This design comes from an exercise in tuning for a short achievable clock period and few clock cycles on the open sky130 flow, not from production work.
For this run, only the layout was checked, not whether the RTL still works.
No activity file was given, so power comes from the tool's default toggle rates.

==> design.v <==
`timescale 1ns / 1ps
 `timescale 1ns / 1ps
module riscv(
	input wire clk,
	input wire rst,
	input wire[31:0] inst,
	output wire[31:0] inst_addr,
	output wire ce,
	input wire[31:0] rdata,
	output wire[31:0] ram_waddr,
	output wire[31:0] ram_wdata,
	output wire ram_wreg,
	output wire[31:0] raddr
);
	reg [31:0] pc;
	reg        btb_v;
	reg [31:2] btb_tag;
	reg [31:2] btb_tgt;
	reg        d_valid;
	reg [31:0] d_ir;
	reg [31:0] d_pc;
	reg [31:0] d_pc4;
	reg        d_btb;
	reg        e_wen;
	reg [4:0]  e_rd;
	reg        e_ld;
	reg        e_st;
	reg        e_br;
	reg        e_jalr;
	reg        e_pred;
	reg [2:0]  e_f3;
	reg [31:0] e_a;
	reg [31:0] e_b;
	reg [31:0] e_sd;
	reg [31:0] e_alt;
	reg        e_fa_m, e_fa_w, e_fb_m, e_fb_w, e_fs_m, e_fs_w;
	reg        e_r_add, e_r_sub, e_r_sll, e_r_srl, e_r_sra, e_r_slt, e_r_sltu;
	reg        e_r_xor, e_r_or, e_r_and, e_r_link;
	reg        m_wen;
	reg [4:0]  m_rd;
	reg        m_ld;
	reg        m_st;
	reg [2:0]  m_f3;
	reg [31:0] m_res;
	reg [31:0] m_sd;
	reg        w_wen;
	reg [4:0]  w_rd;
	reg [31:0] w_data;
	reg [31:0] rf [1:31];
	assign inst_addr = pc;
	assign ce = 1'b1;
	assign raddr = m_res;
	assign ram_waddr = m_res;
	assign ram_wdata = m_sd;
	assign ram_wreg = m_st;
	wire [6:0] opc = d_ir[6:0];
	wire [4:0] rd  = d_ir[11:7];
	wire [2:0] f3  = d_ir[14:12];
	wire [4:0] rs1 = d_ir[19:15];
	wire [4:0] rs2 = d_ir[24:20];
	wire is_lui   = opc == 7'b0110111;
	wire is_auipc = opc == 7'b0010111;
	wire is_jal   = opc == 7'b1101111;
	wire is_jalr  = opc == 7'b1100111;
	wire is_br    = opc == 7'b1100011;
	wire is_ld    = opc == 7'b0000011;
	wire is_st    = opc == 7'b0100011;
	wire is_opi   = opc == 7'b0010011;
	wire is_op    = opc == 7'b0110011;
	wire use1 = is_jalr | is_br | is_ld | is_st | is_opi | is_op;
	wire use2 = is_br | is_st | is_op;
	wire wr   = (is_lui | is_auipc | is_jal | is_jalr | is_ld | is_opi | is_op) & (rd != 5'd0);
	wire [31:0] imm_i = {{20{d_ir[31]}}, d_ir[31:20]};
	wire [31:0] imm_s = {{20{d_ir[31]}}, d_ir[31:25], d_ir[11:7]};
	wire [31:0] imm_b = {{20{d_ir[31]}}, d_ir[7], d_ir[30:25], d_ir[11:8], 1'b0};
	wire [31:0] imm_u = {d_ir[31:12], 12'b0};
	wire [31:0] imm_j = {{12{d_ir[31]}}, d_ir[19:12], d_ir[20], d_ir[30:21], 1'b0};
	wire [31:0] d_tgt = d_pc + (is_jal ? imm_j : imm_b);
	wire [31:0] rv1 = (rs1 == 5'd0) ? 32'd0 : (w_wen && w_rd == rs1) ? w_data : rf[rs1];
	wire [31:0] rv2 = (rs2 == 5'd0) ? 32'd0 : (w_wen && w_rd == rs2) ? w_data : rf[rs2];
	wire fa_m = use1 && e_wen && e_rd == rs1;
	wire fa_w = use1 && m_wen && m_rd == rs1;
	wire fb_m = use2 && e_wen && e_rd == rs2;
	wire fb_w = use2 && m_wen && m_rd == rs2;
	wire stall = d_valid && e_ld && e_wen &&
	             ((use1 && e_rd == rs1) || (use2 && e_rd == rs2));
	wire d_back = is_br && d_ir[31];
	wire d_pred = is_jal || d_back;
	wire [31:0] fa = e_fa_m ? m_res : e_fa_w ? w_data : e_a;
	wire [31:0] fb = e_fb_m ? m_res : e_fb_w ? w_data : e_b;
	wire [31:0] fs = e_fs_m ? m_res : e_fs_w ? w_data : e_sd;
	wire [31:0] sum  = fa + fb;
	wire [31:0] diff = fa - fb;
	wire lt  = $signed(fa) < $signed(fb);
	wire ltu = fa < fb;
	wire eq  = fa == fb;
	reg taken;
	always @(*) begin
		case (e_f3)
			3'b000: taken = eq;
			3'b001: taken = !eq;
			3'b100: taken = lt;
			3'b101: taken = !lt;
			3'b110: taken = ltu;
			3'b111: taken = !ltu;
			default: taken = 1'b0;
		endcase
	end
	wire e_redirect = e_jalr || (e_br && (taken != e_pred));
	wire [31:0] e_target = e_jalr ? {sum[31:2], 2'b00} : e_alt;
	wire [31:0] sra = $signed(fa) >>> fb[4:0];
	wire [31:0] res =
		({32{e_r_add}}  & sum) |
		({32{e_r_sub}}  & diff) |
		({32{e_r_sll}}  & (fa << fb[4:0])) |
		({32{e_r_srl}}  & (fa >> fb[4:0])) |
		({32{e_r_sra}}  & sra) |
		({32{e_r_slt}}  & {31'd0, lt}) |
		({32{e_r_sltu}} & {31'd0, ltu}) |
		({32{e_r_xor}}  & (fa ^ fb)) |
		({32{e_r_or}}   & (fa | fb)) |
		({32{e_r_and}}  & (fa & fb)) |
		({32{e_r_link}} & e_alt);
	wire [31:0] st_data = (e_f3 == 3'b010) ? fs :
	                      (e_f3 == 3'b001) ? {16'd0, fs[15:0]} :
	                      (e_f3 == 3'b000) ? {24'd0, fs[7:0]} : 32'd0;
	reg [31:0] ld_data;
	always @(*) begin
		case (m_f3)
			3'b000: ld_data = {{24{rdata[7]}}, rdata[7:0]};
			3'b001: ld_data = {{16{rdata[15]}}, rdata[15:0]};
			3'b100: ld_data = {24'd0, rdata[7:0]};
			3'b101: ld_data = {16'd0, rdata[15:0]};
			default: ld_data = rdata;
		endcase
	end
	wire btb_hit = btb_v && btb_tag == pc[31:2];
	wire [31:0] pc4 = pc + 32'd4;
	wire d_redirect = d_valid && !stall && (d_btb ? !d_back : d_pred);
	wire [31:0] d_redirect_tgt = d_btb ? d_pc4 : {d_tgt[31:2], 2'b00};
	always @(posedge clk) begin
		if (rst) begin
			pc <= 32'd0;
			btb_v <= 1'b0;
			d_valid <= 1'b0;
		end else begin
			if (e_redirect)
				pc <= e_target;
			else if (stall)
				pc <= pc;
			else if (d_redirect)
				pc <= d_redirect_tgt;
			else if (btb_hit)
				pc <= {btb_tgt, 2'b00};
			else
				pc <= pc4;
			if (d_valid && !stall && !d_btb && d_back) begin
				btb_v <= 1'b1;
				btb_tag <= d_pc[31:2];
				btb_tgt <= d_tgt[31:2];
			end
			if (e_redirect || d_redirect)
				d_valid <= 1'b0;
			else if (!stall)
				d_valid <= 1'b1;
		end
		if (!stall) begin
			d_ir <= inst;
			d_pc <= pc;
			d_pc4 <= pc4;
			d_btb <= btb_hit;
		end
	end
	always @(posedge clk) begin
		if (rst || e_redirect || stall || !d_valid) begin
			e_wen <= 1'b0;
			e_ld <= 1'b0;
			e_st <= 1'b0;
			e_br <= 1'b0;
			e_jalr <= 1'b0;
		end else begin
			e_wen <= wr;
			e_ld <= is_ld;
			e_st <= is_st;
			e_br <= is_br;
			e_jalr <= is_jalr;
		end
		e_rd <= rd;
		e_f3 <= f3;
		e_pred <= d_back;
		e_a <= is_lui ? 32'd0 : is_auipc ? d_pc : rv1;
		e_b <= (is_op | is_br) ? rv2 : is_st ? imm_s : (is_lui | is_auipc) ? imm_u : imm_i;
		e_sd <= rv2;
		e_alt <= (is_br && !d_back) ? {d_tgt[31:2], 2'b00} : d_pc4;
		e_fa_m <= fa_m;
		e_fa_w <= fa_w & !fa_m;
		e_fb_m <= fb_m & (is_op | is_br);
		e_fb_w <= fb_w & !fb_m & (is_op | is_br);
		e_fs_m <= fb_m;
		e_fs_w <= fb_w & !fb_m;
		e_r_add  <= is_lui | is_auipc | is_ld | is_st |
		            (is_opi & f3 == 3'b000) | (is_op & f3 == 3'b000 & !d_ir[30]);
		e_r_sub  <= is_op & f3 == 3'b000 & d_ir[30];
		e_r_sll  <= (is_opi | is_op) & f3 == 3'b001;
		e_r_srl  <= (is_opi | is_op) & f3 == 3'b101 & !d_ir[30];
		e_r_sra  <= (is_opi | is_op) & f3 == 3'b101 & d_ir[30];
		e_r_slt  <= (is_opi | is_op) & f3 == 3'b010;
		e_r_sltu <= (is_opi | is_op) & f3 == 3'b011;
		e_r_xor  <= (is_opi | is_op) & f3 == 3'b100;
		e_r_or   <= (is_opi | is_op) & f3 == 3'b110;
		e_r_and  <= (is_opi | is_op) & f3 == 3'b111;
		e_r_link <= is_jal | is_jalr;
	end
	always @(posedge clk) begin
		if (rst) begin
			m_wen <= 1'b0;
			m_ld <= 1'b0;
			m_st <= 1'b0;
		end else begin
			m_wen <= e_wen;
			m_ld <= e_ld;
			m_st <= e_st;
		end
		m_rd <= e_rd;
		m_f3 <= e_f3;
		m_res <= res;
		m_sd <= st_data;
	end
	always @(posedge clk) begin
		if (rst)
			w_wen <= 1'b0;
		else
			w_wen <= m_wen;
		w_rd <= m_rd;
		w_data <= m_ld ? ld_data : m_res;
	end
	always @(posedge clk) begin
		if (w_wen)
			rf[w_rd] <= w_data;
	end
endmodule
==> run.sh <==
#!/bin/bash
# synth_recipe.tcl (not shown) runs the flow's synth.tcl, then flattens the netlist and writes it again
# the make line also repeats each setting of config.mk as NAME=value (left out here)
make -C /OpenROAD-flow-scripts/flow DESIGN_CONFIG=/design/flow/config.mk WORK_HOME=/design/flow/orfs CLKGATE_MAP_FILE= SYNTH_SCRIPT=/design/flow/synth_recipe.tcl finish
==> config.mk <==
export PLATFORM = sky130hd
export DESIGN_NAME = riscv
export DESIGN_NICKNAME = riscv
export VERILOG_FILES = /design/flow/design.v
export SDC_FILE = /design/flow/constraint.sdc
export NUM_CORES = 4
export LEC_CHECK = 0
export ABC_CLOCK_PERIOD_IN_PS = 3000
export CAP_MARGIN = 20
export CORE_MARGIN = 2
export CORE_UTILIZATION = 40
export GPL_TIMING_DRIVEN = 1
export SETUP_SLACK_MARGIN = 5
export SLEW_MARGIN = 20
==> constraint.sdc <==
create_clock -name core_clock -period 9.0 [get_ports {clk}]
set_input_delay 1.8000 -clock core_clock [delete_from_list [all_inputs] [get_ports {clk}]]
set_output_delay 1.8000 -clock core_clock [all_outputs]
set_load 0.01 [all_outputs]
==> run summary <==
==> layout make-up <==
| cell class | count | area (sq um) |
|---|---|---|
| fillers | 16200 | 97800 |
| diodes | 4 | 10.0 |
| clock buffers | 213 | 4420 |
| multi-input cells | 3587 | 34300 |
| inverters | 137 | 569 |
| well taps | 2495 | 3120 |
| flip-flops and latches | 1463 | 40900 |
| repair inverters | 1 | 8.76 |
| clock inverters | 78 | 900 |
| repair buffers | 539 | 5360 |
==> power by group through the flow <==
stage,Clock [mW],Combinational (mW),Sequential (mW)
detailed placement,0,2.31,7.91
global route,7.05,2.86,7.75
floorplan,0,1.37,7.82
CTS,6.79,2.58,7.75
finish,6.73,2.75,7.75
global placement,0,2.30,7.91
==> per-stage QoR <==
stage	cells	util, %
after floorplan	5642	-
after global placement	8015	42.7
after detailed placement	8015	42.8
after CTS	8441	47.1
after global routing	8514	47.8
final	8517	47.8
==> flip-flops by register name, summed over array words and instances (netlist names), 32 cells and up, named ones only <==
signal,count
e_a,32
d_ir,32
e_b,32
d_pc4,32
e_alt,32
w_data,32
rf,992
pc,32
e_sd,32
m_sd,32
m_res,32
==> per-layer routing <==
layer  vias to the layer above  track usage, %  routed length, um
met4                         6            18.4              21600
met1                     27900            38.1             109000
met5                         -               0                 45
met2                      3170            48.5             140000
li1                      22500               -                  -
met3                       689            5.82              27500
==> worst max-delay path, stage by stage, from the launching register on <==
cell      delay, ns
dfxtp_4        0.38
buf_12         0.14
buf_8          0.15
mux2i_4        0.19
o21a_4         0.26
buf_6          0.16
ha_4           0.17
nor2b_2        0.16
o31a_1         0.28
o31ai_4        0.26
o211ai_1       0.11
buf_4          0.16
buf_4          0.14
a211oi_4       0.25
o311ai_4       0.14
a221oi_2       0.35
o31a_1         0.24
buf_4          0.14
nor2_1         0.04
a211oi_2       0.28
o221ai_1       0.16
==> layout by cell type (no fill, tap or decap), types with 19 or more instances in the layout <==
master,instances
a211oi_1,126
a21o_1,30
a21oi_1,312
a221oi_1,25
a22oi_1,53
a31oi_1,33
buf_12,26
buf_4,253
buf_6,42
clkbuf_1,37
clkbuf_16,168
clkdlybuf4s50_1,191
clkinv_1,28
clkinv_2,21
dfxtp_1,271
dfxtp_2,23
dfxtp_4,22
edfxtp_1,1147
ha_1,88
ha_4,29
inv_1,123
mux2_2,41
mux2i_1,315
mux4_2,552
nand2_1,414
nand2b_1,29
nand3_1,71
nand4_1,29
nor2_1,429
nor2_4,35
nor2b_1,19
nor3_1,33
o211ai_1,51
o21a_2,42
o21ai_0,201
o22ai_1,20
xnor2_1,84
xor2_1,53
==> kinds of logic (layout without fill, tap and decap cells) <==
logic type,Yosys count,after routing,share of synthesized area [%]
flops,1463,1463,54.1
fa+ha+maj,130,130,2.19
buf+inv,597,968,3.29
simple gates,1208,1211,7.05
compound gates,1157,1159,9.93
mux,933,933,21.6
other cells,1,5,0.00498
xor+xnor,153,153,1.78
==> timing repair <==
item / CTS / global route
pin swaps: 67 / 75
buffers inserted: 122 / 69
cloned: 13 / 3
resized for setup: 329 / 162
setup endpoints to repair: 200 / 91
==> path summary, 6_finish.rpt <==
path	from	to	slack, ns	cells after the start
max	e_fb_w$_DFF_P_	m_res[26]$_DFF_P_	4.65	20
min	e_rd[2]$_DFF_P_	m_rd[2]$_DFF_P_	0.40	0
max reg2reg	e_fb_w$_DFF_P_	m_res[26]$_DFF_P_	4.65	20
min reg2reg	e_rd[2]$_DFF_P_	m_rd[2]$_DFF_P_	0.40	0
==> impl_metrics.env <==
export IMPL_run_status="complete, no violations"
export IMPL_netlist_area_sq_um=75300
export IMPL_via_per_inst=6.37
export IMPL_final_cell_area_sq_um=89600
export IMPL_synth_most_common_cell="edfxtp_1"
export IMPL_std_cell_rows=159
export IMPL_synth_warnings=1
export IMPL_area_growth_synth_to_final_pct=18.9
export IMPL_grt_start_max_net_pins=115
export IMPL_place_area_sq_um=80100
export IMPL_ant_nets=0
export IMPL_wl_per_cell_um=34.9
export IMPL_dp_hpwl_um=187000
export IMPL_finalHoldViolations=0
export IMPL_grt_usage_pct=30.3
export IMPL_synthTopCellsByCount="1147 x edfxtp_1, 552 x mux4_2, 468 x nor2_1, 420 x nand2_1, 334 x mux2i_1"
export IMPL_fin_tns_setup_ns=0
export IMPL_drv_slew=0
export IMPL_syn_instance_count=5642
export IMPL_hold_slack_ns=0.396
export IMPL_yosys_area_top_type="edfxtp_1"
export IMPL_drt_initial_drc_count=6557
export IMPL_cts_sinks=1463
export IMPL_endpoint_kind="flip-flop"
export IMPL_cts_hold_buf=0
export IMPL_antenna_found_initial=16
export IMPL_p_per_area_nw_per_um2=192
export IMPL_clockBufferDepth=3
export IMPL_path_clk_slew_ns=0.06
export IMPL_drive_gt1_share_pct=26.2
export IMPL_cts_root_buf="clkbuf_16"
export IMPL_port_buffers=194
export IMPL_fmax_mhz=230
export IMPL_total_power_mw=17.2
export IMPL_preCtsSetupSlack_ns=2.95
export IMPL_p_seq_share_pct=45.0
export IMPL_grt_pass1_vias=52500
export IMPL_overflow=0
export IMPL_fin_ws_ns=4.65
export IMPL_critPathArrivalTime_ns=5.01
export IMPL_slew_headroom_pct=10.6
export IMPL_cts_tree="built"
export IMPL_period_share_pct=48.4
export IMPL_die_height_um=438
export IMPL_skew_ns=0.0598
export IMPL_rsz0062_at_grt="yes"
export IMPL_setup_viol=0
export IMPL_synth_top_cell_area_share_pct=45.7
export IMPL_synth_seq_cells=1463
export IMPL_final_nets=6085
export IMPL_insertion_delay_ns=0.83
export IMPL_critPathKind="reg -> reg"
export IMPL_leakage_nw=30.9
export IMPL_cts_buffers=160
export IMPL_io_pins=196
export IMPL_p_clk_share_pct=39.0
export IMPL_p_int_mw=12.4
export IMPL_drcViolationCount=0
export IMPL_core_area_sq_um=187000
export IMPL_die_x_um=438
export IMPL_synth_ff_type="edfxtp_1"
export IMPL_vias=54300
export IMPL_first_pass_iters=8
export IMPL_crit_required_ns=9.65
export IMPL_peakVddDrop_mv=0.216
export IMPL_yosysUniqueCellTypes=97
export IMPL_synth_edf_count=1147
export IMPL_yosysSeqAreaShare_pct=54.1
export IMPL_maxCapViolations=0
export IMPL_drt_total_wl_um=298000
export IMPL_avgSynthCellArea_sq_um=13.4
export IMPL_ys_top_cells_by_area="edfxtp_1 46%, mux4_2 17%, dfxtp_1 8.4%"
export IMPL_synthesis_nets=5838
export IMPL_htree_levels=4
export IMPL_worstMarginPinSlew_ns=1.34
export IMPL_path_max_fanout=6
export IMPL_die_area_sq_um=192000
export IMPL_place_gp_congestion=0.957
export IMPL_sw_frac_of_total_pct=27.7
export IMPL_pwr_share_comb_pct=15.9
export IMPL_period_minus_slack_ns=4.35
export IMPL_start_util_pct=40.2
export IMPL_switchingPower_mw=4.78
export IMPL_startpoint_type="flip-flop"
export IMPL_grt_pass1_wl_um=409000
export IMPL_postSynth_asyncResetShare_pct=0
export IMPL_hold_class="reg -> reg"

[what the ideal ports hide]
No port has a modelled driver above. Below, the same layout with a new extraction and two added sets of constraints. Step 1: set_driving_cell puts a clkbuf_16 on clk and a buf_2 on each other input, an assumption about the parent block. Step 2 moves the port delays by t, midway between the first and last clock arrival at a register: inputs arrive t later, outputs are due t later. That takes back most of the time a late clock gives input paths. a / b / c = ideal / step 1 / step 2; a / b = the first two.
t (ns): 0.895
slack for setup (ns): 4.647 / 4.647 / 4.647
hold slack, ns: 0.396 / 0.396 / 0.396
worst setup path at the end: register to register
clock arrival spread, ns: 0.060 / 0.061
After both steps setup and hold are still met in this run. The setup slack of this run moves by 0.000 ns with the drivers and by 0.000 ns with both steps.
